From an optimization exercise on the open Yosys and OpenROAD flow, aimed at small area and a short achievable clock period; shortcuts taken in it are not production practice. At most, simulation tests tie the RTL to the original design; equivalence was not proved. No functional check of the RTL was part of runs 2 and 3. No activity file was given, so power comes from the tool's default toggle rates.

$ cat flow/standard.sh
#!/bin/bash
# synth_recipe.tcl (not shown) runs the flow's synth.tcl, then flattens the netlist and writes it again
# the make line also repeats each setting of config.mk as NAME=value (left out here)
make -C /OpenROAD-flow-scripts/flow DESIGN_CONFIG=/design/flow/config.mk WORK_HOME=/design/flow/orfs CLKGATE_MAP_FILE= SYNTH_SCRIPT=/design/flow/synth_recipe.tcl "${@:-finish}"
$ cat flow/design.v
module mul16_cs (
	input	[15:0]	a,
	input	[15:0]	b,
	output	[95:0]	r
);
wire one0 = b[0] ^ 1'b0;
wire two0 = (b[1] & ~b[0] & ~1'b0) | (~b[1] & b[0] & 1'b0);
wire neg0 = b[1];
wire pp0_0 = ((one0 & a[0]) | (two0 & 1'b0)) ^ neg0;
wire pp0_1 = ((one0 & a[1]) | (two0 & a[0])) ^ neg0;
wire pp0_2 = ((one0 & a[2]) | (two0 & a[1])) ^ neg0;
wire pp0_3 = ((one0 & a[3]) | (two0 & a[2])) ^ neg0;
wire pp0_4 = ((one0 & a[4]) | (two0 & a[3])) ^ neg0;
wire pp0_5 = ((one0 & a[5]) | (two0 & a[4])) ^ neg0;
wire pp0_6 = ((one0 & a[6]) | (two0 & a[5])) ^ neg0;
wire pp0_7 = ((one0 & a[7]) | (two0 & a[6])) ^ neg0;
wire pp0_8 = ((one0 & a[8]) | (two0 & a[7])) ^ neg0;
wire pp0_9 = ((one0 & a[9]) | (two0 & a[8])) ^ neg0;
wire pp0_10 = ((one0 & a[10]) | (two0 & a[9])) ^ neg0;
wire pp0_11 = ((one0 & a[11]) | (two0 & a[10])) ^ neg0;
wire pp0_12 = ((one0 & a[12]) | (two0 & a[11])) ^ neg0;
wire pp0_13 = ((one0 & a[13]) | (two0 & a[12])) ^ neg0;
wire pp0_14 = ((one0 & a[14]) | (two0 & a[13])) ^ neg0;
wire pp0_15 = ((one0 & a[15]) | (two0 & a[14])) ^ neg0;
wire pp0_16 = ((one0 & 1'b0) | (two0 & a[15])) ^ neg0;
wire one1 = b[2] ^ b[1];
wire two1 = (b[3] & ~b[2] & ~b[1]) | (~b[3] & b[2] & b[1]);
wire neg1 = b[3];
wire pp1_0 = ((one1 & a[0]) | (two1 & 1'b0)) ^ neg1;
wire pp1_1 = ((one1 & a[1]) | (two1 & a[0])) ^ neg1;
wire pp1_2 = ((one1 & a[2]) | (two1 & a[1])) ^ neg1;
wire pp1_3 = ((one1 & a[3]) | (two1 & a[2])) ^ neg1;
wire pp1_4 = ((one1 & a[4]) | (two1 & a[3])) ^ neg1;
wire pp1_5 = ((one1 & a[5]) | (two1 & a[4])) ^ neg1;
wire pp1_6 = ((one1 & a[6]) | (two1 & a[5])) ^ neg1;
wire pp1_7 = ((one1 & a[7]) | (two1 & a[6])) ^ neg1;
wire pp1_8 = ((one1 & a[8]) | (two1 & a[7])) ^ neg1;
wire pp1_9 = ((one1 & a[9]) | (two1 & a[8])) ^ neg1;
wire pp1_10 = ((one1 & a[10]) | (two1 & a[9])) ^ neg1;
wire pp1_11 = ((one1 & a[11]) | (two1 & a[10])) ^ neg1;
wire pp1_12 = ((one1 & a[12]) | (two1 & a[11])) ^ neg1;
wire pp1_13 = ((one1 & a[13]) | (two1 & a[12])) ^ neg1;
wire pp1_14 = ((one1 & a[14]) | (two1 & a[13])) ^ neg1;
wire pp1_15 = ((one1 & a[15]) | (two1 & a[14])) ^ neg1;
wire pp1_16 = ((one1 & 1'b0) | (two1 & a[15])) ^ neg1;
wire one2 = b[4] ^ b[3];
wire two2 = (b[5] & ~b[4] & ~b[3]) | (~b[5] & b[4] & b[3]);
wire neg2 = b[5];
wire pp2_0 = ((one2 & a[0]) | (two2 & 1'b0)) ^ neg2;
wire pp2_1 = ((one2 & a[1]) | (two2 & a[0])) ^ neg2;
wire pp2_2 = ((one2 & a[2]) | (two2 & a[1])) ^ neg2;
wire pp2_3 = ((one2 & a[3]) | (two2 & a[2])) ^ neg2;
wire pp2_4 = ((one2 & a[4]) | (two2 & a[3])) ^ neg2;
wire pp2_5 = ((one2 & a[5]) | (two2 & a[4])) ^ neg2;
wire pp2_6 = ((one2 & a[6]) | (two2 & a[5])) ^ neg2;
wire pp2_7 = ((one2 & a[7]) | (two2 & a[6])) ^ neg2;
wire pp2_8 = ((one2 & a[8]) | (two2 & a[7])) ^ neg2;
wire pp2_9 = ((one2 & a[9]) | (two2 & a[8])) ^ neg2;
wire pp2_10 = ((one2 & a[10]) | (two2 & a[9])) ^ neg2;
wire pp2_11 = ((one2 & a[11]) | (two2 & a[10])) ^ neg2;
wire pp2_12 = ((one2 & a[12]) | (two2 & a[11])) ^ neg2;
wire pp2_13 = ((one2 & a[13]) | (two2 & a[12])) ^ neg2;
wire pp2_14 = ((one2 & a[14]) | (two2 & a[13])) ^ neg2;
wire pp2_15 = ((one2 & a[15]) | (two2 & a[14])) ^ neg2;
wire pp2_16 = ((one2 & 1'b0) | (two2 & a[15])) ^ neg2;
wire one3 = b[6] ^ b[5];
wire two3 = (b[7] & ~b[6] & ~b[5]) | (~b[7] & b[6] & b[5]);
wire neg3 = b[7];
wire pp3_0 = ((one3 & a[0]) | (two3 & 1'b0)) ^ neg3;
wire pp3_1 = ((one3 & a[1]) | (two3 & a[0])) ^ neg3;
wire pp3_2 = ((one3 & a[2]) | (two3 & a[1])) ^ neg3;
wire pp3_3 = ((one3 & a[3]) | (two3 & a[2])) ^ neg3;
wire pp3_4 = ((one3 & a[4]) | (two3 & a[3])) ^ neg3;
wire pp3_5 = ((one3 & a[5]) | (two3 & a[4])) ^ neg3;
wire pp3_6 = ((one3 & a[6]) | (two3 & a[5])) ^ neg3;
wire pp3_7 = ((one3 & a[7]) | (two3 & a[6])) ^ neg3;
wire pp3_8 = ((one3 & a[8]) | (two3 & a[7])) ^ neg3;
wire pp3_9 = ((one3 & a[9]) | (two3 & a[8])) ^ neg3;
wire pp3_10 = ((one3 & a[10]) | (two3 & a[9])) ^ neg3;
wire pp3_11 = ((one3 & a[11]) | (two3 & a[10])) ^ neg3;
wire pp3_12 = ((one3 & a[12]) | (two3 & a[11])) ^ neg3;
wire pp3_13 = ((one3 & a[13]) | (two3 & a[12])) ^ neg3;
wire pp3_14 = ((one3 & a[14]) | (two3 & a[13])) ^ neg3;
wire pp3_15 = ((one3 & a[15]) | (two3 & a[14])) ^ neg3;
wire pp3_16 = ((one3 & 1'b0) | (two3 & a[15])) ^ neg3;
wire one4 = b[8] ^ b[7];
wire two4 = (b[9] & ~b[8] & ~b[7]) | (~b[9] & b[8] & b[7]);
wire neg4 = b[9];
wire pp4_0 = ((one4 & a[0]) | (two4 & 1'b0)) ^ neg4;
wire pp4_1 = ((one4 & a[1]) | (two4 & a[0])) ^ neg4;
wire pp4_2 = ((one4 & a[2]) | (two4 & a[1])) ^ neg4;
wire pp4_3 = ((one4 & a[3]) | (two4 & a[2])) ^ neg4;
wire pp4_4 = ((one4 & a[4]) | (two4 & a[3])) ^ neg4;
wire pp4_5 = ((one4 & a[5]) | (two4 & a[4])) ^ neg4;
wire pp4_6 = ((one4 & a[6]) | (two4 & a[5])) ^ neg4;
wire pp4_7 = ((one4 & a[7]) | (two4 & a[6])) ^ neg4;
wire pp4_8 = ((one4 & a[8]) | (two4 & a[7])) ^ neg4;
wire pp4_9 = ((one4 & a[9]) | (two4 & a[8])) ^ neg4;
wire pp4_10 = ((one4 & a[10]) | (two4 & a[9])) ^ neg4;
wire pp4_11 = ((one4 & a[11]) | (two4 & a[10])) ^ neg4;
wire pp4_12 = ((one4 & a[12]) | (two4 & a[11])) ^ neg4;
wire pp4_13 = ((one4 & a[13]) | (two4 & a[12])) ^ neg4;
wire pp4_14 = ((one4 & a[14]) | (two4 & a[13])) ^ neg4;
wire pp4_15 = ((one4 & a[15]) | (two4 & a[14])) ^ neg4;
wire pp4_16 = ((one4 & 1'b0) | (two4 & a[15])) ^ neg4;
wire one5 = b[10] ^ b[9];
wire two5 = (b[11] & ~b[10] & ~b[9]) | (~b[11] & b[10] & b[9]);
wire neg5 = b[11];
wire pp5_0 = ((one5 & a[0]) | (two5 & 1'b0)) ^ neg5;
wire pp5_1 = ((one5 & a[1]) | (two5 & a[0])) ^ neg5;
wire pp5_2 = ((one5 & a[2]) | (two5 & a[1])) ^ neg5;
wire pp5_3 = ((one5 & a[3]) | (two5 & a[2])) ^ neg5;
wire pp5_4 = ((one5 & a[4]) | (two5 & a[3])) ^ neg5;
wire pp5_5 = ((one5 & a[5]) | (two5 & a[4])) ^ neg5;
wire pp5_6 = ((one5 & a[6]) | (two5 & a[5])) ^ neg5;
wire pp5_7 = ((one5 & a[7]) | (two5 & a[6])) ^ neg5;
wire pp5_8 = ((one5 & a[8]) | (two5 & a[7])) ^ neg5;
wire pp5_9 = ((one5 & a[9]) | (two5 & a[8])) ^ neg5;
wire pp5_10 = ((one5 & a[10]) | (two5 & a[9])) ^ neg5;
wire pp5_11 = ((one5 & a[11]) | (two5 & a[10])) ^ neg5;
wire pp5_12 = ((one5 & a[12]) | (two5 & a[11])) ^ neg5;
wire pp5_13 = ((one5 & a[13]) | (two5 & a[12])) ^ neg5;
wire pp5_14 = ((one5 & a[14]) | (two5 & a[13])) ^ neg5;
wire pp5_15 = ((one5 & a[15]) | (two5 & a[14])) ^ neg5;
wire pp5_16 = ((one5 & 1'b0) | (two5 & a[15])) ^ neg5;
wire one6 = b[12] ^ b[11];
wire two6 = (b[13] & ~b[12] & ~b[11]) | (~b[13] & b[12] & b[11]);
wire neg6 = b[13];
wire pp6_0 = ((one6 & a[0]) | (two6 & 1'b0)) ^ neg6;
wire pp6_1 = ((one6 & a[1]) | (two6 & a[0])) ^ neg6;
wire pp6_2 = ((one6 & a[2]) | (two6 & a[1])) ^ neg6;
wire pp6_3 = ((one6 & a[3]) | (two6 & a[2])) ^ neg6;
wire pp6_4 = ((one6 & a[4]) | (two6 & a[3])) ^ neg6;
wire pp6_5 = ((one6 & a[5]) | (two6 & a[4])) ^ neg6;
wire pp6_6 = ((one6 & a[6]) | (two6 & a[5])) ^ neg6;
wire pp6_7 = ((one6 & a[7]) | (two6 & a[6])) ^ neg6;
wire pp6_8 = ((one6 & a[8]) | (two6 & a[7])) ^ neg6;
wire pp6_9 = ((one6 & a[9]) | (two6 & a[8])) ^ neg6;
wire pp6_10 = ((one6 & a[10]) | (two6 & a[9])) ^ neg6;
wire pp6_11 = ((one6 & a[11]) | (two6 & a[10])) ^ neg6;
wire pp6_12 = ((one6 & a[12]) | (two6 & a[11])) ^ neg6;
wire pp6_13 = ((one6 & a[13]) | (two6 & a[12])) ^ neg6;
wire pp6_14 = ((one6 & a[14]) | (two6 & a[13])) ^ neg6;
wire pp6_15 = ((one6 & a[15]) | (two6 & a[14])) ^ neg6;
wire pp6_16 = ((one6 & 1'b0) | (two6 & a[15])) ^ neg6;
wire one7 = b[14] ^ b[13];
wire two7 = (b[15] & ~b[14] & ~b[13]) | (~b[15] & b[14] & b[13]);
wire neg7 = b[15];
wire pp7_0 = ((one7 & a[0]) | (two7 & 1'b0)) ^ neg7;
wire pp7_1 = ((one7 & a[1]) | (two7 & a[0])) ^ neg7;
wire pp7_2 = ((one7 & a[2]) | (two7 & a[1])) ^ neg7;
wire pp7_3 = ((one7 & a[3]) | (two7 & a[2])) ^ neg7;
wire pp7_4 = ((one7 & a[4]) | (two7 & a[3])) ^ neg7;
wire pp7_5 = ((one7 & a[5]) | (two7 & a[4])) ^ neg7;
wire pp7_6 = ((one7 & a[6]) | (two7 & a[5])) ^ neg7;
wire pp7_7 = ((one7 & a[7]) | (two7 & a[6])) ^ neg7;
wire pp7_8 = ((one7 & a[8]) | (two7 & a[7])) ^ neg7;
wire pp7_9 = ((one7 & a[9]) | (two7 & a[8])) ^ neg7;
wire pp7_10 = ((one7 & a[10]) | (two7 & a[9])) ^ neg7;
wire pp7_11 = ((one7 & a[11]) | (two7 & a[10])) ^ neg7;
wire pp7_12 = ((one7 & a[12]) | (two7 & a[11])) ^ neg7;
wire pp7_13 = ((one7 & a[13]) | (two7 & a[12])) ^ neg7;
wire pp7_14 = ((one7 & a[14]) | (two7 & a[13])) ^ neg7;
wire pp7_15 = ((one7 & a[15]) | (two7 & a[14])) ^ neg7;
wire pp7_16 = ((one7 & 1'b0) | (two7 & a[15])) ^ neg7;
wire pp8_0 = a[0] & b[15];
wire pp8_1 = a[1] & b[15];
wire pp8_2 = a[2] & b[15];
wire pp8_3 = a[3] & b[15];
wire pp8_4 = a[4] & b[15];
wire pp8_5 = a[5] & b[15];
wire pp8_6 = a[6] & b[15];
wire pp8_7 = a[7] & b[15];
wire pp8_8 = a[8] & b[15];
wire pp8_9 = a[9] & b[15];
wire pp8_10 = a[10] & b[15];
wire pp8_11 = a[11] & b[15];
wire pp8_12 = a[12] & b[15];
wire pp8_13 = a[13] & b[15];
wire pp8_14 = a[14] & b[15];
wire pp8_15 = a[15] & b[15];
wire hs1 = neg2 ^ pp0_4;
wire hc2 = neg2 & pp0_4;
wire hs3 = pp0_5 ^ pp1_3;
wire hc4 = pp0_5 & pp1_3;
wire fs5 = neg3 ^ pp0_6 ^ pp1_4;
wire fc6 = (neg3 & pp0_6) | (pp1_4 & (neg3 ^ pp0_6));
wire hs7 = pp2_2 ^ pp3_0;
wire hc8 = pp2_2 & pp3_0;
wire fs9 = pp0_7 ^ pp1_5 ^ pp2_3;
wire fc10 = (pp0_7 & pp1_5) | (pp2_3 & (pp0_7 ^ pp1_5));
wire hs11 = pp3_1 ^ hc8;
wire hc12 = pp3_1 & hc8;
wire fs13 = neg4 ^ pp0_8 ^ pp1_6;
wire fc14 = (neg4 & pp0_8) | (pp1_6 & (neg4 ^ pp0_8));
wire fs15 = pp2_4 ^ pp3_2 ^ pp4_0;
wire fc16 = (pp2_4 & pp3_2) | (pp4_0 & (pp2_4 ^ pp3_2));
wire hs17 = fc10 ^ fs13;
wire hc18 = fc10 & fs13;
wire fs19 = pp0_9 ^ pp1_7 ^ pp2_5;
wire fc20 = (pp0_9 & pp1_7) | (pp2_5 & (pp0_9 ^ pp1_7));
wire fs21 = pp3_3 ^ pp4_1 ^ fc14;
wire fc22 = (pp3_3 & pp4_1) | (fc14 & (pp3_3 ^ pp4_1));
wire hs23 = fc16 ^ fs19;
wire hc24 = fc16 & fs19;
wire fs25 = neg5 ^ pp0_10 ^ pp1_8;
wire fc26 = (neg5 & pp0_10) | (pp1_8 & (neg5 ^ pp0_10));
wire fs27 = pp2_6 ^ pp3_4 ^ pp4_2;
wire fc28 = (pp2_6 & pp3_4) | (pp4_2 & (pp2_6 ^ pp3_4));
wire fs29 = pp5_0 ^ fc20 ^ fs25;
wire fc30 = (pp5_0 & fc20) | (fs25 & (pp5_0 ^ fc20));
wire hs31 = fs27 ^ hc24;
wire hc32 = fs27 & hc24;
wire fs33 = pp0_11 ^ pp1_9 ^ pp2_7;
wire fc34 = (pp0_11 & pp1_9) | (pp2_7 & (pp0_11 ^ pp1_9));
wire fs35 = pp3_5 ^ pp4_3 ^ pp5_1;
wire fc36 = (pp3_5 & pp4_3) | (pp5_1 & (pp3_5 ^ pp4_3));
wire fs37 = fc26 ^ fc28 ^ fs33;
wire fc38 = (fc26 & fc28) | (fs33 & (fc26 ^ fc28));
wire hs39 = fs35 ^ fc30;
wire hc40 = fs35 & fc30;
wire fs41 = neg6 ^ pp0_12 ^ pp1_10;
wire fc42 = (neg6 & pp0_12) | (pp1_10 & (neg6 ^ pp0_12));
wire fs43 = pp2_8 ^ pp3_6 ^ pp4_4;
wire fc44 = (pp2_8 & pp3_6) | (pp4_4 & (pp2_8 ^ pp3_6));
wire fs45 = pp5_2 ^ pp6_0 ^ fc34;
wire fc46 = (pp5_2 & pp6_0) | (fc34 & (pp5_2 ^ pp6_0));
wire fs47 = fc36 ^ fs41 ^ fs43;
wire fc48 = (fc36 & fs41) | (fs43 & (fc36 ^ fs41));
wire hs49 = fc38 ^ fs45;
wire hc50 = fc38 & fs45;
wire fs51 = pp0_13 ^ pp1_11 ^ pp2_9;
wire fc52 = (pp0_13 & pp1_11) | (pp2_9 & (pp0_13 ^ pp1_11));
wire fs53 = pp3_7 ^ pp4_5 ^ pp5_3;
wire fc54 = (pp3_7 & pp4_5) | (pp5_3 & (pp3_7 ^ pp4_5));
wire fs55 = pp6_1 ^ fc42 ^ fc44;
wire fc56 = (pp6_1 & fc42) | (fc44 & (pp6_1 ^ fc42));
wire fs57 = fs51 ^ fs53 ^ fc46;
wire fc58 = (fs51 & fs53) | (fc46 & (fs51 ^ fs53));
wire hs59 = fc48 ^ fs55;
wire hc60 = fc48 & fs55;
wire fs61 = neg7 ^ pp0_14 ^ pp1_12;
wire fc62 = (neg7 & pp0_14) | (pp1_12 & (neg7 ^ pp0_14));
wire fs63 = pp2_10 ^ pp3_8 ^ pp4_6;
wire fc64 = (pp2_10 & pp3_8) | (pp4_6 & (pp2_10 ^ pp3_8));
wire fs65 = pp5_4 ^ pp6_2 ^ pp7_0;
wire fc66 = (pp5_4 & pp6_2) | (pp7_0 & (pp5_4 ^ pp6_2));
wire fs67 = fc52 ^ fc54 ^ fs61;
wire fc68 = (fc52 & fc54) | (fs61 & (fc52 ^ fc54));
wire fs69 = fs63 ^ fs65 ^ fc56;
wire fc70 = (fs63 & fs65) | (fc56 & (fs63 ^ fs65));
wire hs71 = fs67 ^ hc60;
wire hc72 = fs67 & hc60;
wire fs73 = pp0_15 ^ pp1_13 ^ pp2_11;
wire fc74 = (pp0_15 & pp1_13) | (pp2_11 & (pp0_15 ^ pp1_13));
wire fs75 = pp3_9 ^ pp4_7 ^ pp5_5;
wire fc76 = (pp3_9 & pp4_7) | (pp5_5 & (pp3_9 ^ pp4_7));
wire fs77 = pp6_3 ^ pp7_1 ^ fc62;
wire fc78 = (pp6_3 & pp7_1) | (fc62 & (pp6_3 ^ pp7_1));
wire fs79 = fc64 ^ fc66 ^ fs73;
wire fc80 = (fc64 & fc66) | (fs73 & (fc64 ^ fc66));
wire fs81 = fs75 ^ fc68 ^ fs77;
wire fc82 = (fs75 & fc68) | (fs77 & (fs75 ^ fc68));
wire hs83 = fs79 ^ fc70;
wire hc84 = fs79 & fc70;
wire fs85 = pp8_0 ^ pp0_16 ^ pp1_14;
wire fc86 = (pp8_0 & pp0_16) | (pp1_14 & (pp8_0 ^ pp0_16));
wire fs87 = pp2_12 ^ pp3_10 ^ pp4_8;
wire fc88 = (pp2_12 & pp3_10) | (pp4_8 & (pp2_12 ^ pp3_10));
wire fs89 = pp5_6 ^ pp6_4 ^ pp7_2;
wire fc90 = (pp5_6 & pp6_4) | (pp7_2 & (pp5_6 ^ pp6_4));
wire fs91 = fc74 ^ fc76 ^ fs85;
wire fc92 = (fc74 & fc76) | (fs85 & (fc74 ^ fc76));
wire fs93 = fs87 ^ fs89 ^ fc78;
wire fc94 = (fs87 & fs89) | (fc78 & (fs87 ^ fs89));
wire fs95 = fc80 ^ fs91 ^ fc82;
wire fc96 = (fc80 & fs91) | (fc82 & (fc80 ^ fs91));
wire fs97 = neg0 ^ pp8_1 ^ pp1_15;
wire fc98 = (neg0 & pp8_1) | (pp1_15 & (neg0 ^ pp8_1));
wire fs99 = pp2_13 ^ pp3_11 ^ pp4_9;
wire fc100 = (pp2_13 & pp3_11) | (pp4_9 & (pp2_13 ^ pp3_11));
wire fs101 = pp5_7 ^ pp6_5 ^ pp7_3;
wire fc102 = (pp5_7 & pp6_5) | (pp7_3 & (pp5_7 ^ pp6_5));
wire fs103 = fc86 ^ fc88 ^ fc90;
wire fc104 = (fc86 & fc88) | (fc90 & (fc86 ^ fc88));
wire fs105 = fs97 ^ fs99 ^ fs101;
wire fc106 = (fs97 & fs99) | (fs101 & (fs97 ^ fs99));
wire fs107 = fc92 ^ fs103 ^ fs105;
wire fc108 = (fc92 & fs103) | (fs105 & (fc92 ^ fs103));
wire fs109 = neg0 ^ pp8_2 ^ pp1_16;
wire fc110 = (neg0 & pp8_2) | (pp1_16 & (neg0 ^ pp8_2));
wire fs111 = pp2_14 ^ pp3_12 ^ pp4_10;
wire fc112 = (pp2_14 & pp3_12) | (pp4_10 & (pp2_14 ^ pp3_12));
wire fs113 = pp5_8 ^ pp6_6 ^ pp7_4;
wire fc114 = (pp5_8 & pp6_6) | (pp7_4 & (pp5_8 ^ pp6_6));
wire fs115 = fc98 ^ fc100 ^ fc102;
wire fc116 = (fc98 & fc100) | (fc102 & (fc98 ^ fc100));
wire fs117 = fs109 ^ fs111 ^ fs113;
wire fc118 = (fs109 & fs111) | (fs113 & (fs109 ^ fs111));
wire fs119 = fc104 ^ fc106 ^ fs115;
wire fc120 = (fc104 & fc106) | (fs115 & (fc104 ^ fc106));
wire fs121 = ~neg0 ^ ~neg1 ^ pp8_3;
wire fc122 = (~neg0 & ~neg1) | (pp8_3 & (~neg0 ^ ~neg1));
wire fs123 = pp2_15 ^ pp3_13 ^ pp4_11;
wire fc124 = (pp2_15 & pp3_13) | (pp4_11 & (pp2_15 ^ pp3_13));
wire fs125 = pp5_9 ^ pp6_7 ^ pp7_5;
wire fc126 = (pp5_9 & pp6_7) | (pp7_5 & (pp5_9 ^ pp6_7));
wire fs127 = fs121 ^ fc110 ^ fc112;
wire fc128 = (fs121 & fc110) | (fc112 & (fs121 ^ fc110));
wire fs129 = fc114 ^ fs123 ^ fs125;
wire fc130 = (fc114 & fs123) | (fs125 & (fc114 ^ fs123));
wire fs131 = fc116 ^ fc118 ^ fs127;
wire fc132 = (fc116 & fc118) | (fs127 & (fc116 ^ fc118));
wire fs133 = 1'b1 ^ pp8_4 ^ fc122;
wire fc134 = (1'b1 & pp8_4) | (fc122 & (1'b1 ^ pp8_4));
wire fs135 = pp2_16 ^ pp3_14 ^ pp4_12;
wire fc136 = (pp2_16 & pp3_14) | (pp4_12 & (pp2_16 ^ pp3_14));
wire fs137 = pp5_10 ^ pp6_8 ^ pp7_6;
wire fc138 = (pp5_10 & pp6_8) | (pp7_6 & (pp5_10 ^ pp6_8));
wire fs139 = fs133 ^ fc124 ^ fc126;
wire fc140 = (fs133 & fc124) | (fc126 & (fs133 ^ fc124));
wire fs141 = fs135 ^ fs137 ^ fc128;
wire fc142 = (fs135 & fs137) | (fc128 & (fs135 ^ fs137));
wire hs143 = fc130 ^ fs139;
wire hc144 = fc130 & fs139;
wire fs145 = ~neg2 ^ pp8_5 ^ pp3_15;
wire fc146 = (~neg2 & pp8_5) | (pp3_15 & (~neg2 ^ pp8_5));
wire fs147 = pp4_13 ^ pp5_11 ^ pp6_9;
wire fc148 = (pp4_13 & pp5_11) | (pp6_9 & (pp4_13 ^ pp5_11));
wire fs149 = pp7_7 ^ fc134 ^ fc136;
wire fc150 = (pp7_7 & fc134) | (fc136 & (pp7_7 ^ fc134));
wire fs151 = fc138 ^ fs145 ^ fs147;
wire fc152 = (fc138 & fs145) | (fs147 & (fc138 ^ fs145));
wire fs153 = fc140 ^ fs149 ^ fs151;
wire fc154 = (fc140 & fs149) | (fs151 & (fc140 ^ fs149));
wire fs155 = 1'b1 ^ pp8_6 ^ pp3_16;
wire fc156 = (1'b1 & pp8_6) | (pp3_16 & (1'b1 ^ pp8_6));
wire fs157 = pp4_14 ^ pp5_12 ^ pp6_10;
wire fc158 = (pp4_14 & pp5_12) | (pp6_10 & (pp4_14 ^ pp5_12));
wire fs159 = pp7_8 ^ fc146 ^ fc148;
wire fc160 = (pp7_8 & fc146) | (fc148 & (pp7_8 ^ fc146));
wire fs161 = fs155 ^ fs157 ^ fc150;
wire fc162 = (fs155 & fs157) | (fc150 & (fs155 ^ fs157));
wire hs163 = fc152 ^ fs159;
wire hc164 = fc152 & fs159;
wire fs165 = ~neg3 ^ pp8_7 ^ pp4_15;
wire fc166 = (~neg3 & pp8_7) | (pp4_15 & (~neg3 ^ pp8_7));
wire fs167 = pp5_13 ^ pp6_11 ^ pp7_9;
wire fc168 = (pp5_13 & pp6_11) | (pp7_9 & (pp5_13 ^ pp6_11));
wire fs169 = fc156 ^ fc158 ^ fs165;
wire fc170 = (fc156 & fc158) | (fs165 & (fc156 ^ fc158));
wire fs171 = fs167 ^ fc160 ^ fs169;
wire fc172 = (fs167 & fc160) | (fs169 & (fs167 ^ fc160));
wire fs173 = 1'b1 ^ pp8_8 ^ pp4_16;
wire fc174 = (1'b1 & pp8_8) | (pp4_16 & (1'b1 ^ pp8_8));
wire fs175 = pp5_14 ^ pp6_12 ^ pp7_10;
wire fc176 = (pp5_14 & pp6_12) | (pp7_10 & (pp5_14 ^ pp6_12));
wire fs177 = fc166 ^ fc168 ^ fs173;
wire fc178 = (fc166 & fc168) | (fs173 & (fc166 ^ fc168));
wire hs179 = fs175 ^ fc170;
wire hc180 = fs175 & fc170;
wire fs181 = ~neg4 ^ pp8_9 ^ pp5_15;
wire fc182 = (~neg4 & pp8_9) | (pp5_15 & (~neg4 ^ pp8_9));
wire fs183 = pp6_13 ^ pp7_11 ^ fc174;
wire fc184 = (pp6_13 & pp7_11) | (fc174 & (pp6_13 ^ pp7_11));
wire fs185 = fc176 ^ fs181 ^ fc178;
wire fc186 = (fc176 & fs181) | (fc178 & (fc176 ^ fs181));
wire fs187 = 1'b1 ^ pp8_10 ^ pp5_16;
wire fc188 = (1'b1 & pp8_10) | (pp5_16 & (1'b1 ^ pp8_10));
wire fs189 = pp6_14 ^ pp7_12 ^ fc182;
wire fc190 = (pp6_14 & pp7_12) | (fc182 & (pp6_14 ^ pp7_12));
wire hs191 = fs187 ^ fc184;
wire hc192 = fs187 & fc184;
wire fs193 = ~neg5 ^ pp8_11 ^ pp6_15;
wire fc194 = (~neg5 & pp8_11) | (pp6_15 & (~neg5 ^ pp8_11));
wire fs195 = pp7_13 ^ fc188 ^ fs193;
wire fc196 = (pp7_13 & fc188) | (fs193 & (pp7_13 ^ fc188));
wire fs197 = 1'b1 ^ pp8_12 ^ pp6_16;
wire fc198 = (1'b1 & pp8_12) | (pp6_16 & (1'b1 ^ pp8_12));
wire hs199 = pp7_14 ^ fc194;
wire hc200 = pp7_14 & fc194;
wire fs201 = ~neg6 ^ pp8_13 ^ pp7_15;
wire fc202 = (~neg6 & pp8_13) | (pp7_15 & (~neg6 ^ pp8_13));
wire hs203 = 1'b1 ^ pp8_14;
wire hc204 = 1'b1 & pp8_14;
assign r[0] = pp0_0;
assign r[32] = neg0;
assign r[64] = 1'b0;
assign r[1] = pp0_1;
assign r[33] = 1'b0;
assign r[65] = 1'b0;
assign r[2] = pp0_2;
assign r[34] = pp1_0;
assign r[66] = neg1;
assign r[3] = pp0_3;
assign r[35] = pp1_1;
assign r[67] = 1'b0;
assign r[4] = pp1_2;
assign r[36] = pp2_0;
assign r[68] = hs1;
assign r[5] = pp2_1;
assign r[37] = hc2;
assign r[69] = hs3;
assign r[6] = hc4;
assign r[38] = fs5;
assign r[70] = hs7;
assign r[7] = fc6;
assign r[39] = fs9;
assign r[71] = hs11;
assign r[8] = fs15;
assign r[40] = hc12;
assign r[72] = hs17;
assign r[9] = hc18;
assign r[41] = fs21;
assign r[73] = hs23;
assign r[10] = fc22;
assign r[42] = fs29;
assign r[74] = hs31;
assign r[11] = fs37;
assign r[43] = hc32;
assign r[75] = hs39;
assign r[12] = fs47;
assign r[44] = hc40;
assign r[76] = hs49;
assign r[13] = hc50;
assign r[45] = fs57;
assign r[77] = hs59;
assign r[14] = fc58;
assign r[46] = fs69;
assign r[78] = hs71;
assign r[15] = fs81;
assign r[47] = hc72;
assign r[79] = hs83;
assign r[16] = fs93;
assign r[48] = hc84;
assign r[80] = fs95;
assign r[17] = fc94;
assign r[49] = fc96;
assign r[81] = fs107;
assign r[18] = fs117;
assign r[50] = fc108;
assign r[82] = fs119;
assign r[19] = fs129;
assign r[51] = fc120;
assign r[83] = fs131;
assign r[20] = fc132;
assign r[52] = fs141;
assign r[84] = hs143;
assign r[21] = hc144;
assign r[53] = fc142;
assign r[85] = fs153;
assign r[22] = fs161;
assign r[54] = fc154;
assign r[86] = hs163;
assign r[23] = hc164;
assign r[55] = fc162;
assign r[87] = fs171;
assign r[24] = fs177;
assign r[56] = fc172;
assign r[88] = hs179;
assign r[25] = fs183;
assign r[57] = hc180;
assign r[89] = fs185;
assign r[26] = fs189;
assign r[58] = fc186;
assign r[90] = hs191;
assign r[27] = fc190;
assign r[59] = hc192;
assign r[91] = fs195;
assign r[28] = fs197;
assign r[60] = fc196;
assign r[92] = hs199;
assign r[29] = fc198;
assign r[61] = hc200;
assign r[93] = fs201;
assign r[30] = pp7_16;
assign r[62] = fc202;
assign r[94] = hs203;
assign r[31] = ~neg7;
assign r[63] = pp8_15;
assign r[95] = hc204;
endmodule
module mul16_add (
	input	[95:0]	r,
	output	[31:0]	p
);
wire [31:0] x = r[31:0], y = r[63:32], z = r[95:64];
wire [31:0] s = x ^ y ^ z;
wire [31:0] c = (x & y) | (z & (x ^ y));
assign p = s + {c[30:0], 1'b0};
endmodule
`timescale 1ns/100ps
module tta16 (
	input		cpu_clk_i,
	input		cpu_rst_i,
	output	reg		wb_cyc_o,
	output	reg	[1:0]	wb_stb_o,
	output	reg		wb_we_o,
	input			wb_ack_i,
	input			wb_rty_i,
	input			wb_err_i,
	output		[2:0]	wb_cti_o,
	output		[1:0]	wb_bte_o,
	output		[22:0]	wb_adr_o,
	output		[1:0]	wb_sel_o,
	output		[15:0]	wb_dat_o,
	input		[1:0]	wb_sel_i,
	input		[15:0]	wb_dat_i,
	output			imem_en_o,
	output	reg	[9:0]	imem_adr_o,
	input		[31:0]	imem_dat_i,
	output	reg	[1:0]	imem_we_o,
	output		[9:0]	imem_wadr_o,
	output	reg	[15:0]	imem_wdat_o
);
reg		run;		 
reg	[15:0]	rf[15:0];
reg	[15:0]	t_reg0, t_reg1;
reg	[9:0]	pc_prev;
reg		t_bra;
reg	[9:0]	iadr;
reg	[6:0]	rseg, wseg;
reg	[15:0]	t_data_a, t_data_b, t_data_c, t_com;
reg		t_rad, t_wad;			 
reg		t_sub, t_bits;			 
reg	[1:0]	t_mode;				 
reg		t_reg, t_mul, t_msr;		 
reg		x_zf, x_bf;
reg	[15:0]	x_diff, x_bits, x_mem;
reg	[95:0]	x_prod;				 
reg	[22:0]	wb_adr;
reg	[15:0]	wb_dat;
wire	[31:0]	instr	= imem_dat_i;
wire	[1:0]	f_src_a	= instr[31:30];
wire	[2:0]	f_dst_a	= instr[29:27];
wire	[1:0]	f_src_b	= instr[26:25];
wire	[2:0]	f_dst_b	= instr[24:22];
wire	[1:0]	f_src_c	= instr[21:20];
wire	[1:0]	f_dst_c	= instr[19:18];
wire	[2:0]	f_com	= instr[17:15];
wire	[3:0]	f_reg1	= instr[14:11];
wire	[3:0]	f_reg0	= {instr[14], instr[10:8]};
wire	[15:0]	f_immed	= {{9{instr[7]}}, instr[6:0]};
wire	[15:0]	f_limm	= {{6{instr[10]}}, instr[9:0]};
wire	[9:0]	pc_next	= {pc_prev[8:1], pc_prev[0]^pc_prev[3], pc_prev[9]};
wire	[9:0]	pc	= imem_adr_o;	 
wire	[31:0]	prod;
mul16_add MULADD (
	.r	(x_prod),
	.p	(prod)
);
assign	wb_cti_o	= 3'b000;
assign	wb_bte_o	= 2'b00;
assign	wb_sel_o	= 2'b11;
assign	wb_adr_o	= wb_adr;
assign	wb_dat_o	= wb_dat;
assign	imem_en_o	= run;
assign	imem_wadr_o	= iadr;
wire	mem_op	= (f_dst_a == 3'd2 || f_dst_a == 3'd3);
always @(posedge cpu_clk_i)
	if (cpu_rst_i)		run	<= 1;
	else if (wb_ack_i)	run	<= 1;
	else if (mem_op)	run	<= 0;
reg	[15:0]	rd0, rd1;
integer	k;
always @(*) begin
	rd0	= 16'd0;
	rd1	= 16'd0;
	for (k = 0; k < 16; k = k + 1) begin
		rd0	= rd0 | (rf[k] & {16{f_reg0 == k}});
		rd1	= rd1 | (rf[k] & {16{f_reg1 == k}});
	end
end
reg	[15:0]	data_a, data_c, com;
always @(*) begin
	case (f_src_a)
	0:	data_a	= t_com;
	1:	data_a	= f_limm;
	2:	data_a	= t_reg0;
	3:	data_a	= x_mem;
	endcase
	case (f_src_c)
	0:	data_c	= t_com;
	1:	data_c	= x_diff;
	2:	data_c	= t_reg1;
	3:	data_c	= {6'd0, pc_next};
	endcase
	case (f_com)
	0:	com	= t_com;
	1:	com	= f_immed;
	2:	com	= t_reg1;
	3:	com	= x_mem;
	4:	com	= x_diff;
	5:	com	= x_bits;
	6:	com	= prod[15:0];
	7:	com	= prod[31:16];
	endcase
end
always @(posedge cpu_clk_i)
	if (run) begin
		t_data_a	<= data_a;
		t_data_c	<= data_c;
		t_com		<= com;
		case (f_src_b)
		0:	t_data_b	<= t_com;
		1:	t_data_b	<= f_immed;
		2:	t_data_b	<= t_reg0;
		3:	t_data_b	<= x_mem;
		endcase
		t_sub	<= (f_dst_b == 3'd1 || f_dst_b == 3'd2);
		t_bits	<= (f_dst_b == 3'd3 || f_dst_b[2]);
		t_mode	<= f_dst_b[1:0];
		t_reg	<= (f_dst_c == 2'd1);
		t_mul	<= (f_dst_c == 2'd2);
		t_msr	<= (f_dst_c == 2'd3);
		t_reg0	<= rd0;
		t_reg1	<= rd1;
	end
always @(posedge cpu_clk_i) begin
	t_rad	<= run & (f_dst_a == 3'd2);
	t_wad	<= run & (f_dst_a == 3'd3);
end
wire	jmp	= (f_dst_a == 3'd1) ||
		  (f_dst_a == 3'd5 && !x_bf) ||
		  (f_dst_a == 3'd4 && x_bf) ||
		  (f_dst_a == 3'd7 && !x_zf) ||
		  (f_dst_a == 3'd6 && x_zf);
wire	bra	= !t_bra && jmp;
always @(posedge cpu_clk_i)
	if (cpu_rst_i)		t_bra	<= 0;
	else if (run)		t_bra	<= bra;
always @(posedge cpu_clk_i)
	if (cpu_rst_i)		pc_prev	<= 10'd1;
	else if (run)		pc_prev	<= pc;
always @(posedge cpu_clk_i)
	if (cpu_rst_i)		imem_adr_o	<= 10'd2;
	else if (run)		imem_adr_o	<= bra ? data_a[9:0] : {pc[8:1], pc[0]^pc[3], pc[9]};
wire	run_n	= cpu_rst_i || wb_ack_i || (run && !mem_op);
wire	msr_n	= run ? (f_dst_c == 2'd3) : t_msr;
wire	[2:0]	dc_n	= run ? data_c[2:0] : t_data_c[2:0];
always @(posedge cpu_clk_i)
	imem_we_o	<= {run_n && msr_n && dc_n == 3'd5,
			    run_n && msr_n && dc_n == 3'd4};
always @(posedge cpu_clk_i)
	if (run && f_dst_c == 2'd3)	imem_wdat_o	<= com;
always @(posedge cpu_clk_i)
	if (run && t_reg)	rf[f_reg1]	<= t_data_c;
always @(posedge cpu_clk_i)
	if (cpu_rst_i)		x_bf	<= 0;
	else if (run && t_sub)	{x_bf, x_diff}	<= {1'b0, t_com} - {1'b0, t_data_b};
wire	[95:0]	mul_r;
mul16_cs MUL (
	.a	(t_data_c),
	.b	(t_com),
	.r	(mul_r)
);
always @(posedge cpu_clk_i)
	if (run && t_mul)	x_prod	<= mul_r;
reg	[15:0]	bits_n;
always @(*)
	case (t_mode)
	0:	bits_n	= ~(t_data_b & t_com);
	1:	bits_n	= t_data_b & t_com;
	2:	bits_n	= ~(t_data_b | t_com);
	3:	bits_n	= ~(t_data_b ^ t_com);
	endcase
always @(posedge cpu_clk_i)
	if (cpu_rst_i)
		x_zf	<= 1;
	else if (run && t_bits) begin
		x_bits	<= ~bits_n;
		x_zf	<= &bits_n;
	end
always @(posedge cpu_clk_i)
	if (cpu_rst_i)	{rseg, wseg, iadr}	<= 0;
	else if (t_msr) case (t_data_c[2:0])
		0:	rseg	<= t_com[6:0];
		1:	wseg	<= t_com[6:0];
		2:	iadr	<= t_com[9:0];
	endcase
always @(posedge cpu_clk_i)
	if (cpu_rst_i)
		{wb_we_o, wb_cyc_o, wb_stb_o}	<= 0;
	else if (t_wad) begin
		wb_cyc_o	<= 1;
		wb_we_o		<= 1;
		wb_adr		<= {wseg, t_data_a};
		wb_dat		<= t_data_c;
		wb_stb_o	<= wseg[6] ? 2'b10 : 2'b01;
	end else if (t_rad) begin
		wb_cyc_o	<= 1;
		wb_we_o		<= 0;
		wb_adr		<= {rseg, t_data_a};
		wb_stb_o	<= rseg[6] ? 2'b10 : 2'b01;
	end else if (wb_ack_i || wb_rty_i)
		{wb_we_o, wb_cyc_o, wb_stb_o}	<= 0;
always @(posedge cpu_clk_i)
	if (wb_ack_i)	x_mem	<= wb_dat_i;
endmodule	 
$ cat flow/flow/run.sh
#!/bin/bash
# The standard layout, with faster port buffers (buf_2 in place of the
# delay-buffer cell buffer_ports picks by default), which the resizer may
# then size as usual.
set -euo pipefail
export BUFFER_PORTS_ARGS="-buffer_cell sky130_fd_sc_hd__buf_2"
bash standard.sh > standard.log 2>&1
$ cat flow/constraint.sdc
create_clock -name core_clock -period 8.0 [get_ports {cpu_clk_i}]
set_input_delay 1.6000 -clock core_clock [delete_from_list [all_inputs] [get_ports {cpu_clk_i}]]
set_output_delay 1.6000 -clock core_clock [all_outputs]
set_load 0.01 [all_outputs]
$ cat flow/config.mk
export PLATFORM = sky130hd
export DESIGN_NAME = tta16
export DESIGN_NICKNAME = tta16
export VERILOG_FILES = /design/flow/design.v
export SDC_FILE = /design/flow/constraint.sdc
export NUM_CORES = 4
export LEC_CHECK = 0
export ABC_AREA = 1
export CAP_MARGIN = 20
export CORE_MARGIN = 2
export CORE_UTILIZATION = 40
export CTS_BUF_LIST = sky130_fd_sc_hd__clkbuf_4 sky130_fd_sc_hd__clkbuf_8
export PLACE_DENSITY = 0.6
export SETUP_SLACK_MARGIN = 4.5
export SLEW_MARGIN = 20
==> results of run 1 <==
-- critical path, stage by stage --
cell and delay (ns):
buf_2 0.14, inv_1 0.09, nand2_1 0.09, inv_1 0.11, nand2_1 0.43, inv_1 0.33
nand2_1 0.12, o211ai_1 0.10, nor3_2 0.46, nand4_1 0.37
-- final timing paths --
| path | depth (start not counted) | end | from | slack (ns) |
|---|---|---|---|---|
| hold reg to reg | 0 | wb_adr[6] | t_data_a[6] | 0.42 |
| setup reg to reg | 10 | x_prod[87] | t_com[7] | 4.55 |
| hold / removal | 0 | wb_adr[6] | t_data_a[6] | 0.42 |
| setup / recovery | 10 | t_reg1[1] | imem_dat_i[13] | 4.54 |
-- repair_timing --
item | 4_1_cts | 5_1_grt
cloned | 1 | 1
endpoints found under the setup margin | 38 | 19
gates resized for setup | 30 | 33
pin swaps | 0 | 9
buffers inserted | 35 | 38
-- per-layer routing --
metal / global-route usage (%) / up-vias
li1: - / 12180
met5: 0 / -
met1: 37.7 / 13240
met3: 7.03 / 345
met2: 43.3 / 1736
met4: 11.8 / 6
-- cell usage after synthesis (11+ instances only) --
library cell	instances
edfxtp_1	553
nand4_1	30
o21ai_0	114
nor2_2	11
o22ai_1	197
buf_4	15
a211oi_1	15
dfxtp_1	57
inv_2	33
a32oi_1	12
nand3_1	99
nor3_1	38
nor2_1	179
nand2_1	723
o211ai_1	30
clkbuf_1	55
fa_1	108
buf_2	46
a21oi_1	130
ha_1	102
a221oi_1	48
o2111ai_1	32
inv_1	504
xor2_1	149
-- power by group --
| group | internal (mW) | switching, mW |
|---|---|---|
| Sequential | 4.73 | 0.292 |
| Combinational | 3.96 | 6.97 |
| Clock | 1.55 | 1.35 |
| Total | 10.2 | 8.61 |
-- through the flow --
step                worst slack [ns]  cell area, um2  util [%]
floorplan                       4.54           33900         -
global placement                3.73           35900      42.9
detailed placement              3.71           35900      42.9
CTS                             4.49           38500      45.9
global route                    4.48           39000      46.5
finish                          4.54           39000      46.5
-- logic make-up after synthesis --
kind of cell	Yosys count	synth area share [%]
adders and majority gates	210	10.1
other	2	0.0222
and+or+nand+nor	1117	13.7
AOI/OAI and AO/OA	636	12.0
DFF	610	52.4
buffers and inverters	668	7.80
xor gates and xnor gates	155	4.01
-- layout make-up --
class                      instances  area share (%)
antenna                            5          0.0321
clock buffer                     141            4.48
clock inverter                    50           0.906
inverter                         543            5.38
multi-input combinational       2125            35.0
sequential                       610            45.6
tap                             1134            3.64
timing repair buffer             276            4.98
==> results by group, run 1 <==
Clocking
  • CTS root buf: clkbuf_8
  • Reg clk slew, reported paths: 0.06 ns
  • Longest Clk Path Bufs: 3
  • Num CTS Buffers: 104
  • Clock sinks: 610
  • Hold-fix buffers, CTS: 0
  • H-tree levels: 3
  • CTS tree: built
  • Worst skew pair latency: 0.75 ns

Logic synthesis
  • Post-Syn Area: 0.0339 mm2
  • Post-Syn Area per Cell: 9.97 um2
  • Synth unique cells: 53
  • Ys async rst share: 0%
  • Leading register cell type out of synthesis: edfxtp_1
  • Register area share after synthesis: between 50% and 60%
  • Synth top area share: between 40% and 50%
  • Post-synthesis register bit count: 610
  • Synthesized instance count: 3398
  • Area contributors post-synth: edfxtp_1, nand2_1, fa_1, inv_1, xor2_1
  • Ys Warns: 1
  • EDFF count, synth: around 550
  • Leading area contributor after synthesis: edfxtp_1

STA
  • Final setup skew: between 0.03 and 0.04 ns
  • Final Max Tran Viols: 0
  • Max_slew headroom: 38.7%
  • Final min period: about 3.5 ns
  • Hold Fails Final Rpt: 0
  • Final Setup Violations: 0
  • RSZ-0062 raised after global routing: no
  • Final TNS setup: 0 ns
  • Slew @ Worst Pin: 0.917 ns
  • Final hold slack: 0.420 ns
  • FMAX: 289 MHz
  • Final worst path period share: 43.3%

Finish
  • Area occupied by multi-input gates: ~0.014 mm2
  • Share of post-route cells with drive strength above 1: between 10 and 15%
  • Final nets: a little under 4k
  • Max reg flops: 256
  • Largest registers: rf: 256 flops, x_prod: 92 flops, wb_adr: 23 flops
  • Most frequent cells in the layout: nand2_1, edfxtp_1, inv_1
  • Most common cell after layout, fill and taps aside: nand2_1
  • Final non-filler cell total: 4884
  • Fillers: about 8k
  • Area growth, synth to finish: 15.0%
  • Sequential cell area: roughly 0.018 mm2
  • Reg with most FFs: rf

Routing
  • Max Used Layer: met5
  • Vias per cell: 5.63
  • Wire length on met3: 14000 um
  • WL/cell: between 20 and 30 um
  • DR iter-0 viols: 3671
  • Detailed-route via count: 27.5k
  • Post-route ant nets: 0
  • Wl on met1: 49100 um
  • Total wire length: 124000 um
  • First-pass DRT Iterations: 8
  • # DRC: 0
  • Met2 wire length: 54700 um

GRT
  • First-pass GRT wire length: between 150000 and 200000 um
  • Largest net degree at the start of global routing: 68
  • Initial antenna violation count: 12
  • GRT Util Overall: about 28%
  • Total congestion overflow: 0
  • Vias in the first global route: between 20k and 30k

Floorplanning
  • Die ar.: 0.0871 mm2
  • Initial Util: 40.4%
  • Die height: 295 um
  • Rows: 106
  • IO Pins: 144
  • Area of the core: 0.0838 mm2
  • Die X: 295 um

Placement
  • Hpwl dp: 86100 um
  • GP Congestion: 0.971
  • Placed Instances: 4613
  • Port bufs: 133

Outcome
  • Outcome: finished clean

Setup path
  • Critical path required time: roughly 8.4 ns
  • Critical path fanouts, max: 11
  • Worst Path Arrival: 3.86 ns
  • Setup crit start kind: input port
  • Crit path capture type: register
  • Kind of critical path: in -> reg

Pwr
  • LEAKAGE: around 16 nW
  • Cell Pwr Density: roughly 480 mW/mm2
  • Maximum vdd drop: 393 uV
  • Pwr Total: 18.9 mW

Hold path
  • Hold crit path type: reg -> reg

Run
  • Max-Cap Viols: 0
==> run 2, diff against run 1 <==
--- a/flow/design.v
+++ b/flow/design.v
@@ -515,7 +515,10 @@
 );
 reg		run;		 
 reg	[15:0]	rf[15:0];
-reg	[15:0]	t_reg0, t_reg1;
+reg	[3:0]	t_idx0, t_idx1;		 
+reg		w_en;			 
+reg	[3:0]	w_idx;
+reg	[15:0]	w_data;
 reg	[9:0]	pc_prev;
 reg		t_bra;
 reg	[9:0]	iadr;
@@ -561,16 +564,23 @@
 	if (cpu_rst_i)		run	<= 1;
 	else if (wb_ack_i)	run	<= 1;
 	else if (mem_op)	run	<= 0;
-reg	[15:0]	rd0, rd1;
+reg	[15:0]	t_reg0, t_reg1;
 integer	k;
 always @(*) begin
-	rd0	= 16'd0;
-	rd1	= 16'd0;
+	t_reg0	= 16'd0;
+	t_reg1	= 16'd0;
 	for (k = 0; k < 16; k = k + 1) begin
-		rd0	= rd0 | (rf[k] & {16{f_reg0 == k}});
-		rd1	= rd1 | (rf[k] & {16{f_reg1 == k}});
+		t_reg0	= t_reg0 | (rf[k] & {16{t_idx0 == k}});
+		t_reg1	= t_reg1 | (rf[k] & {16{t_idx1 == k}});
 	end
 end
+always @(posedge cpu_clk_i)
+	if (run) begin
+		if (w_en)	rf[w_idx]	<= w_data;
+		w_en	<= t_reg;
+		w_idx	<= f_reg1;
+		w_data	<= t_data_c;
+	end
 reg	[15:0]	data_a, data_c, com;
 always @(*) begin
 	case (f_src_a)
@@ -613,8 +623,8 @@
 		t_reg	<= (f_dst_c == 2'd1);
 		t_mul	<= (f_dst_c == 2'd2);
 		t_msr	<= (f_dst_c == 2'd3);
-		t_reg0	<= rd0;
-		t_reg1	<= rd1;
+		t_idx0	<= f_reg0;
+		t_idx1	<= f_reg1;
 	end
 always @(posedge cpu_clk_i) begin
 	t_rad	<= run & (f_dst_a == 3'd2);
@@ -644,8 +654,6 @@
 always @(posedge cpu_clk_i)
 	if (run && f_dst_c == 2'd3)	imem_wdat_o	<= com;
 always @(posedge cpu_clk_i)
-	if (run && t_reg)	rf[f_reg1]	<= t_data_c;
-always @(posedge cpu_clk_i)
 	if (cpu_rst_i)		x_bf	<= 0;
 	else if (run && t_sub)	{x_bf, x_diff}	<= {1'b0, t_com} - {1'b0, t_data_b};
 wire	[95:0]	mul_r;
==> flow/flow/run.sh (replaced) <==
#!/bin/bash
# The standard layout, with faster port buffers (buf_4 in place of the
# delay-buffer cell buffer_ports picks by default), which the resizer may
# then size as usual.
set -euo pipefail
export BUFFER_PORTS_ARGS="-buffer_cell sky130_fd_sc_hd__buf_4"
bash standard.sh > standard.log 2>&1
==> flow/config.mk (replaced) <==
export PLATFORM = sky130hd
export DESIGN_NAME = tta16
export DESIGN_NICKNAME = tta16
export VERILOG_FILES = /design/flow/design.v
export SDC_FILE = /design/flow/constraint.sdc
export NUM_CORES = 4
export LEC_CHECK = 0
export ABC_CLOCK_PERIOD_IN_PS = 3500
export CAP_MARGIN = 20
export CORE_MARGIN = 2
export CORE_UTILIZATION = 40
export PLACE_DENSITY = 0.6
export SETUP_SLACK_MARGIN = 4.5
export SLEW_MARGIN = 20
==> results by group, run 2 <==
Finish
  • Reg with most FFs: rf (unchanged)
  • Max reg flops: 256 (unchanged)
  • Final nets: 3757 (was 3925)
  • Share of post-route cells with drive strength above 1: 17.7% (was 15.0%)
  • Sequential cell area: 0.0175 mm2 (was 0.0178 mm2)
  • Area growth, synth to finish: 17.2% (was 15.0%)
  • Most common cell after layout, fill and taps aside: edfxtp_1 (was nand2_1)
  • Most frequent cells in the layout: edfxtp_1, a21oi_1, buf_4 (was nand2_1, edfxtp_1, inv_1)
  • Largest registers: rf: 256 flops, x_prod: 92 flops, wb_adr: 23 flops (unchanged)
  • Fillers: 8027 (was 8018)
  • Layout Utilization: 47.5% (was 46.5%)
  • Area occupied by multi-input gates: 0.0173 mm2 (was 0.0136 mm2)
  • Fin area: 0.0422 mm2 (was 0.0390 mm2)

Clocking
  • Reg clk slew, reported paths: 0.06 ns (about the same)
  • Clock sinks: 602 (was 610)
  • Worst skew pair latency: 0.64 ns (was 0.75 ns)
  • H-tree levels: 3 (unchanged)
  • Hold-fix buffers, CTS: 0 (unchanged)
  • CTS root buf: clkbuf_16 (was clkbuf_8)
  • Longest Clk Path Bufs: 3 (unchanged)
  • Num CTS Buffers: 67 (was 104)
  • CTS tree: built (unchanged)

Routing
  • Total wire length: 132000 um (was 124000 um)
  • First-pass DRT Iterations: 8 (unchanged)
  • WL/cell: 28.1 um (was 25.3 um)
  • Vias per cell: 6.37 (was 5.63)
  • DR iter-0 viols: 4571 (was 3671)
  • Post-route ant nets: 0 (unchanged)
  • Detailed-route via count: 30.0k (was 27.5k)
  • # DRC: 0 (unchanged)

Floorplanning
  • Initial Util: 40.5% (was 40.4%)
  • Area of the core: 0.0888 mm2 (was 0.0838 mm2)
  • Die ar.: 0.0924 mm2 (was 0.0871 mm2)
  • IO Pins: 144 (unchanged)
  • Rows: 109 (was 106)
  • Die X: 304 um (was 295 um)
  • Die height: 304 um (was 295 um)

Hold path
  • Hold crit path type: reg -> reg (unchanged)

Logic synthesis
  • Synth unique cells: 87 (was 53)
  • Mux cell area share after synthesis: 4.35% (was 0%)
  • EDFF count, synth: 545 (was 553)
  • Ys Warns: 1 (unchanged)
  • Top-count cell post-synth: edfxtp_1 (was nand2_1)
  • Leading area contributor after synthesis: edfxtp_1 (unchanged)
  • Synthesized instance count: 3402 (was 3398)
  • Leading register cell type out of synthesis: edfxtp_1 (unchanged)
  • Post-synthesis adder-cell area fraction: 10.2% (was 10.1%)
  • Post-synthesis register bit count: 602 (was 610)
  • Area contributors post-synth: edfxtp_1, fa_1, a21oi_1, ha_1, dfxtp_1 (was edfxtp_1, nand2_1, fa_1, inv_1, xor2_1)
  • Synth Area in XOR/XNOR: 1.70% (was 4.01%)
  • Compound-Gate Fraction of Synth Area: 19.6% (was 12.0%)
  • Post-Syn Area per Cell: 10.6 um2 (was 9.97 um2)
  • Top cells by count, synth: edfxtp_1, a21oi_1, nand2_1 (was nand2_1, edfxtp_1, inv_1)
  • Register area share after synthesis: 48.7% (was 52.4%)
  • Simple-Gate Fraction of Synth Area: 10.5% (was 13.7%)
  • Ys async rst share: 0% (unchanged)
  • Largest family of logic cells by synthesized area: compound AO/OA/AOI/OAI gates (was simple AND/OR/NAND/NOR gates)
  • Synth top area share: 45.5% (was 49.0%)
  • Post-Syn Area: 0.0360 mm2 (was 0.0339 mm2)

STA
  • Final Max Tran Viols: 0 (unchanged)
  • Hold Fails Final Rpt: 0 (unchanged)
  • Final setup skew: 0.0350 ns (was 0.0346 ns)
  • FMAX: 274 MHz (was 289 MHz)
  • Final min period: 3.65 ns (was 3.46 ns)
  • Max_slew headroom: 19.3% (was 38.7%)
  • Final Setup Violations: 0 (unchanged)
  • Slew @ Worst Pin: 1.21 ns (was 0.917 ns)
  • Final worst path period share: 45.6% (was 43.3%)
  • Final TNS setup: 0 ns (unchanged)
  • RSZ-0062 raised after global routing: yes (was no)

GRT
  • Total congestion overflow: 0 (unchanged)
  • Largest net degree at the start of global routing: 83 (was 68)
  • GRT Util Overall: 27.5% (was 28.1%)
  • Initial antenna violation count: 5 (was 12)
  • Vias in the first global route: 27.7k (was 26.1k)
  • First-pass GRT wire length: 189000 um (was 176000 um)

Placement
  • GP Congestion: 0.932 (was 0.971)
  • Port bufs: 133 (unchanged)
  • Hpwl dp: 87800 um (was 86100 um)
  • Post-DP Area: 0.0383 mm2 (was 0.0359 mm2)

Pwr
  • Cell Pwr Density: 489 mW/mm2 (was 484 mW/mm2)
  • LEAKAGE: 15.3 nW (was 16.4 nW)
  • Maximum vdd drop: 347 uV (was 393 uV)

Setup path
  • Critical path fanouts, max: 3 (was 11)
  • Setup crit start kind: register (was input port)
  • Critical path required time: 8.45 ns (was 8.39 ns)
  • Worst Path Arrival: 4.09 ns (was 3.86 ns)
  • Kind of critical path: reg -> reg (was in -> reg)
  • Crit path capture type: register (unchanged)

Run
  • Max-Cap Viols: 0 (unchanged)

Outcome
  • Outcome: finished clean (unchanged)
## run 2: cell count changes in the layout (fill, tap and decap cells not counted), moves of 73 or more
cell / before / now
a21oi_1: 127 / 358
a22oi_1: 9 / 96
buf_2: 133 / 0
buf_4: 124 / 275
clkbuf_16: 1 / 74
clkbuf_8: 110 / 3
inv_1: 485 / 146
nand2_1: 720 / 267
o21ai_0: 114 / 206
o22ai_1: 194 / 71
xor2_1: 148 / 17
## run 2: cells by family after synthesis
| logic type | count (synthesis) |
|---|---|
| AO/OA/AOI/OAI | 1106 |
| XOR/XNOR | 70 |
| adder cells (fa/ha/maj) | 232 |
| buffers and inverters | 470 |
| flip-flops | 602 |
| multiplexers | 110 |
| other | 2 |
| AND/OR/NAND/NOR | 810 |
## run 2: final timing paths
check | startpoint | end | slack [ns] | cells past startpoint
hold reg to reg | t_data_a[12] | wb_adr[12] | 0.42 | 0
setup / recovery | x_prod[69] | t_com[14] | 4.35 | 10
hold / removal | t_data_a[12] | wb_adr[12] | 0.42 | 0
setup reg to reg | x_prod[69] | t_com[14] | 4.35 | 10
## run 2: worst max-delay path, stage by stage (launching register included)
cell	delay, ns
edfxtp_1	0.39
fa_1	0.55
ha_4	0.19
or2_4	0.25
o221a_4	0.28
a2111oi_4	0.41
nor4_4	0.11
o41ai_4	0.42
o22ai_2	0.15
or4_4	0.45
a31oi_4	0.27
## run 2: layout make-up
cell class | count | area share (%)
clock buffer | 86 | 4.32
tap | 1165 | 3.46
sequential | 602 | 41.5
antenna | 1 | 0.00593
multi-input combinational | 2335 | 41.1
inverter | 161 | 1.58
clock inverter | 36 | 0.846
timing repair buffer | 325 | 7.12
## run 2: report_power, final
part           leakage, nW  internal [mW]  switching, mW
sequential            5.63           4.66          0.371
combinational         8.60           4.89           7.58
clock                 1.09           1.79           1.34
## run 2: through the flow
stage	worst slack [ns]	hold WS [ns]	std cells	total power, mW
after floorplan	4.52	0.400	3407	12.5
after global placement	3.42	0.405	4509	15.9
after detailed placement	3.31	0.405	4509	16.0
after CTS	4.40	0.416	4667	19.9
after global routing	4.29	0.420	4710	22.0
final	4.35	0.415	4711	20.6
## run 2: what timing repair did
item,CTS,global route
gates resized for setup,125,82
setup buffers,32,36
cloned,4,6
setup endpoints to repair,170,55
pin swaps,22,13
## run 2: metal layers
| layer | wire, um | up-vias | track usage, % |
|---|---|---|---|
| li1 | - | 12967 | - |
| met2 | 56400 | 2053 | 39.9 |
| met3 | 17000 | 366 | 7.07 |
| met1 | 52600 | 14633 | 38.6 |
| met5 | 40 | - | 0 |
| met4 | 6340 | 8 | 12.6 |
==> run 3, diff against run 2 <==
--- a/flow/config.mk
+++ b/flow/config.mk
@@ -5,7 +5,7 @@
 export SDC_FILE = /design/flow/constraint.sdc
 export NUM_CORES = 4
 export LEC_CHECK = 0
-export ABC_CLOCK_PERIOD_IN_PS = 3500
+export ABC_CLOCK_PERIOD_IN_PS = 2000
 export CAP_MARGIN = 20
 export CORE_MARGIN = 2
 export CORE_UTILIZATION = 40
==> results by group, run 3 <==
Outcome
  • Outcome: finished clean (unchanged)

Routing
  • WL/cell: 28.1 um (unchanged)
  • Vias per cell: 6.37 (unchanged)
  • DR iter-0 viols: 4571 (unchanged)
  • # DRC: 0 (unchanged)
  • Post-route ant nets: 0 (unchanged)
  • Detailed-route via count: 30.0k (unchanged)
  • First-pass DRT Iterations: 8 (unchanged)
  • Total wire length: 132000 um (unchanged)

Pwr
  • LEAKAGE: 15.3 nW (unchanged)
  • Cell Pwr Density: 489 mW/mm2 (unchanged)
  • Switching power: 9.29 mW (unchanged)
  • Internal power: 11.3 mW (unchanged)
  • Clock share of power: 15.2% (about the same)
  • Sequential cell fraction of total power: 24.4% (about the same)
  • Maximum vdd drop: 347 uV (unchanged)
  • Combinational fraction of design power: 60.5% (about the same)
  • Sw frac: 45.0% (unchanged)

Logic synthesis
  • Post-synthesis register bit count: 602 (unchanged)
  • EDFF count, synth: 545 (unchanged)
  • Register area share after synthesis: 48.7% (unchanged)
  • Synthesized instance count: 3402 (unchanged)
  • Post-Syn Area per Cell: 10.6 um2 (unchanged)
  • Synth top area share: 45.5% (unchanged)
  • Top-count cell post-synth: edfxtp_1 (unchanged)
  • Leading area contributor after synthesis: edfxtp_1 (unchanged)
  • Area contributors post-synth: edfxtp_1, fa_1, a21oi_1, ha_1, dfxtp_1 (unchanged)
  • Synth Area in XOR/XNOR: 1.70% (unchanged)
  • Post-synthesis adder-cell area fraction: 10.2% (unchanged)
  • Leading register cell type out of synthesis: edfxtp_1 (unchanged)
  • Mux cell area share after synthesis: 4.35% (unchanged)
  • Simple-Gate Fraction of Synth Area: 10.5% (unchanged)
  • Top cells by count, synth: edfxtp_1, a21oi_1, nand2_1 (unchanged)
  • Ys async rst share: 0% (unchanged)
  • Post-Syn Area: 0.0360 mm2 (unchanged)
  • Ys Warns: 1 (unchanged)
  • Synth unique cells: 87 (unchanged)
  • Largest family of logic cells by synthesized area: compound AO/OA/AOI/OAI gates (unchanged)
  • Compound-Gate Fraction of Synth Area: 19.6% (unchanged)

Hold path
  • Hold crit path type: reg -> reg (unchanged)

Setup path
  • Critical path required time: 8.45 ns (about the same)
  • Worst Path Arrival: 4.09 ns (about the same)
  • Crit path capture type: register (unchanged)
  • Kind of critical path: reg -> reg (unchanged)
  • Critical path fanouts, max: 3 (unchanged)
  • Slack of the worst reg-to-reg path: 4.35 ns (about the same)
  • Setup crit start kind: register (unchanged)

STA
  • Final min period: 3.65 ns (unchanged)
  • Final setup skew: 0.0350 ns (unchanged)
  • Slew @ Worst Pin: 1.21 ns (unchanged)
  • Hold Fails Final Rpt: 0 (unchanged)
  • Worst setup margin: 4.35 ns (unchanged)
  • FMAX: 274 MHz (unchanged)
  • Max_slew headroom: 19.3% (unchanged)
  • Final Max Tran Viols: 0 (unchanged)
  • Final Setup Violations: 0 (unchanged)
  • Final TNS setup: 0 ns (unchanged)
  • Final worst path period share: 45.6% (unchanged)
  • RSZ-0062 raised after global routing: yes (unchanged)

Placement
  • Port bufs: 133 (unchanged)
  • Placed Instances: 4509 (unchanged)
  • Hpwl dp: 87800 um (unchanged)
  • Pre-CTS setup slack: 3.31 ns (unchanged)
  • GP Congestion: 0.932 (unchanged)

Finish
  • Final nets: 3757 (unchanged)
  • Largest registers: rf: 256 flops, x_prod: 92 flops, wb_adr: 23 flops (unchanged)
  • Share of post-route cells with drive strength above 1: 17.7% (unchanged)
  • Max reg flops: 256 (unchanged)
  • Final non-filler cell total: 4711 (unchanged)
  • Area growth, synth to finish: 17.2% (unchanged)
  • Most frequent cells in the layout: edfxtp_1, a21oi_1, buf_4 (unchanged)
  • Reg with most FFs: rf (unchanged)
  • Most common cell after layout, fill and taps aside: edfxtp_1 (unchanged)

Floorplanning
  • Die X: 304 um (unchanged)
  • IO Pins: 144 (unchanged)
  • Initial Util: 40.5% (unchanged)
  • Die ar.: 0.0924 mm2 (unchanged)
  • Rows: 109 (unchanged)
  • Die height: 304 um (unchanged)
  • Area of the core: 0.0888 mm2 (unchanged)

GRT
  • Total congestion overflow: 0 (unchanged)
  • First-pass GRT wire length: 189000 um (unchanged)
  • Largest net degree at the start of global routing: 83 (unchanged)
  • Vias in the first global route: 27.7k (unchanged)
  • Initial antenna violation count: 5 (unchanged)
  • GRT Util Overall: 27.5% (unchanged)

Clocking
  • CTS root buf: clkbuf_16 (unchanged)
  • Num CTS Buffers: 67 (unchanged)
  • Reg clk slew, reported paths: 0.06 ns (about the same)
  • Longest Clk Path Bufs: 3 (unchanged)
  • Worst skew pair latency: 0.64 ns (about the same)
  • Hold-fix buffers, CTS: 0 (unchanged)
  • CTS tree: built (unchanged)
  • Clock sinks: 602 (unchanged)
  • H-tree levels: 3 (unchanged)

Run
  • Max-Cap Viols: 0 (unchanged)
run 3: stage by stage:
step                power (mW)  hold WS [ns]  util, %  area (um2)
CTS                       19.9         0.416     46.7       41400
global route              22.0         0.420     47.5       42200
detailed placement        16.0         0.405     43.1       38300
floorplan                 12.5         0.400        -       36000
global placement          15.9         0.405     43.1       38300
finish                    20.6         0.415     47.5       42200
run 3: power by group through the flow:
stage | logic [mW] | registers [mW] | clock network [mW]
final | 12.5 | 5.03 | 3.13
after global routing | 13.7 | 5.08 | 3.27
after global placement | 10.8 | 5.08 | 0
after CTS | 11.7 | 5.03 | 3.16
after detailed placement | 10.9 | 5.09 | 0
after floorplan | 7.54 | 4.99 | 0
run 3: per-layer routing:
metal	part of all wire (%)	up-vias	global-route usage, %
met2	43	2053	39.9
li1	-	12967	-
met5	0.030	-	0
met3	13	366	7.07
met4	4.8	8	12.6
met1	40	14633	38.6
run 3: repair_timing:
action | in CTS | in global routing
endpoints found under the setup margin | 170 | 55
resized for setup | 125 | 82
gates cloned | 4 | 6
buffers inserted | 32 | 36
pin swaps | 22 | 13
run 3: layout make-up:
| type | count | area (um2) |
|---|---|---|
| clock buffers | 86 | 1820 |
| multi-input cells | 2335 | 17300 |
| diodes | 1 | 2.50 |
| repair buffers | 325 | 3000 |
| well taps | 1165 | 1460 |
| flip-flops and latches | 602 | 17500 |
| inverters | 161 | 666 |
| clock inverters | 36 | 357 |
| fillers | 8027 | 46600 |
run 3: worst max-delay path, stage by stage (launching register included):
cell and delay, ns:
edfxtp_1 0.39, fa_1 0.55, ha_4 0.19, or2_4 0.25, o221a_4 0.28, a2111oi_4 0.41
nor4_4 0.11, o41ai_4 0.42, o22ai_2 0.15, or4_4 0.45, a31oi_4 0.27
run 3: kinds of logic (layout without fill, tap and decap cells):
logic type / count (synthesis) / in the layout
xor gates and xnor gates: 70 / 70
buffers and inverters: 470 / 608
and+or+nand+nor: 810 / 810
adders and majority gates: 232 / 232
other: 2 / 8
DFF: 602 / 602
AOI/OAI and AO/OA: 1106 / 1106
muxes: 110 / 110
run 3: path summary, 6_finish.rpt:
| check | start | to | cells after the start |
|---|---|---|---|
| min reg2reg | t_data_a[12] | wb_adr[12] | 0 |
| max | x_prod[69] | t_com[14] | 10 |
| min | t_data_a[12] | wb_adr[12] | 0 |
| max reg2reg | x_prod[69] | t_com[14] | 10 |

## static timing again, ports no longer ideal
How much do the figures lean on ideal ports? The routed layouts below were timed once more, with nothing changed but the port constraints. Step 1: set_driving_cell puts a clkbuf_16 on cpu_clk_i and a buf_2 on each other input, an assumption about the parent block. Step 2 moves the port delays by t, midway between the first and last clock arrival at a register: inputs arrive t later, outputs are due t later. That takes back most of the time a late clock gives input paths. a / b / c = ideal ports / drivers / drivers and shift; a / b = the first two.
run | shift t [ns] | slack for setup (ns) | hold slack, ns | worst setup path at the end | pins driven straight from the clock port
run 1 | 0.796 | 4.538 / 4.549 / 3.763 | 0.420 / 0.420 / 0.420 | input to register | 1
run 2 | 0.688 | 4.352 / 4.352 / 3.915 | 0.415 / 0.415 / 0.415 | input to register | 1
run 3 | 0.688 | 4.352 / 4.352 / 3.915 | 0.415 / 0.415 / 0.415 | input to register | 1
After both steps every run listed still meets setup and hold. The setup slack of run 1, which loses most, moves by +0.011 ns with the drivers and by -0.775 ns with both steps.
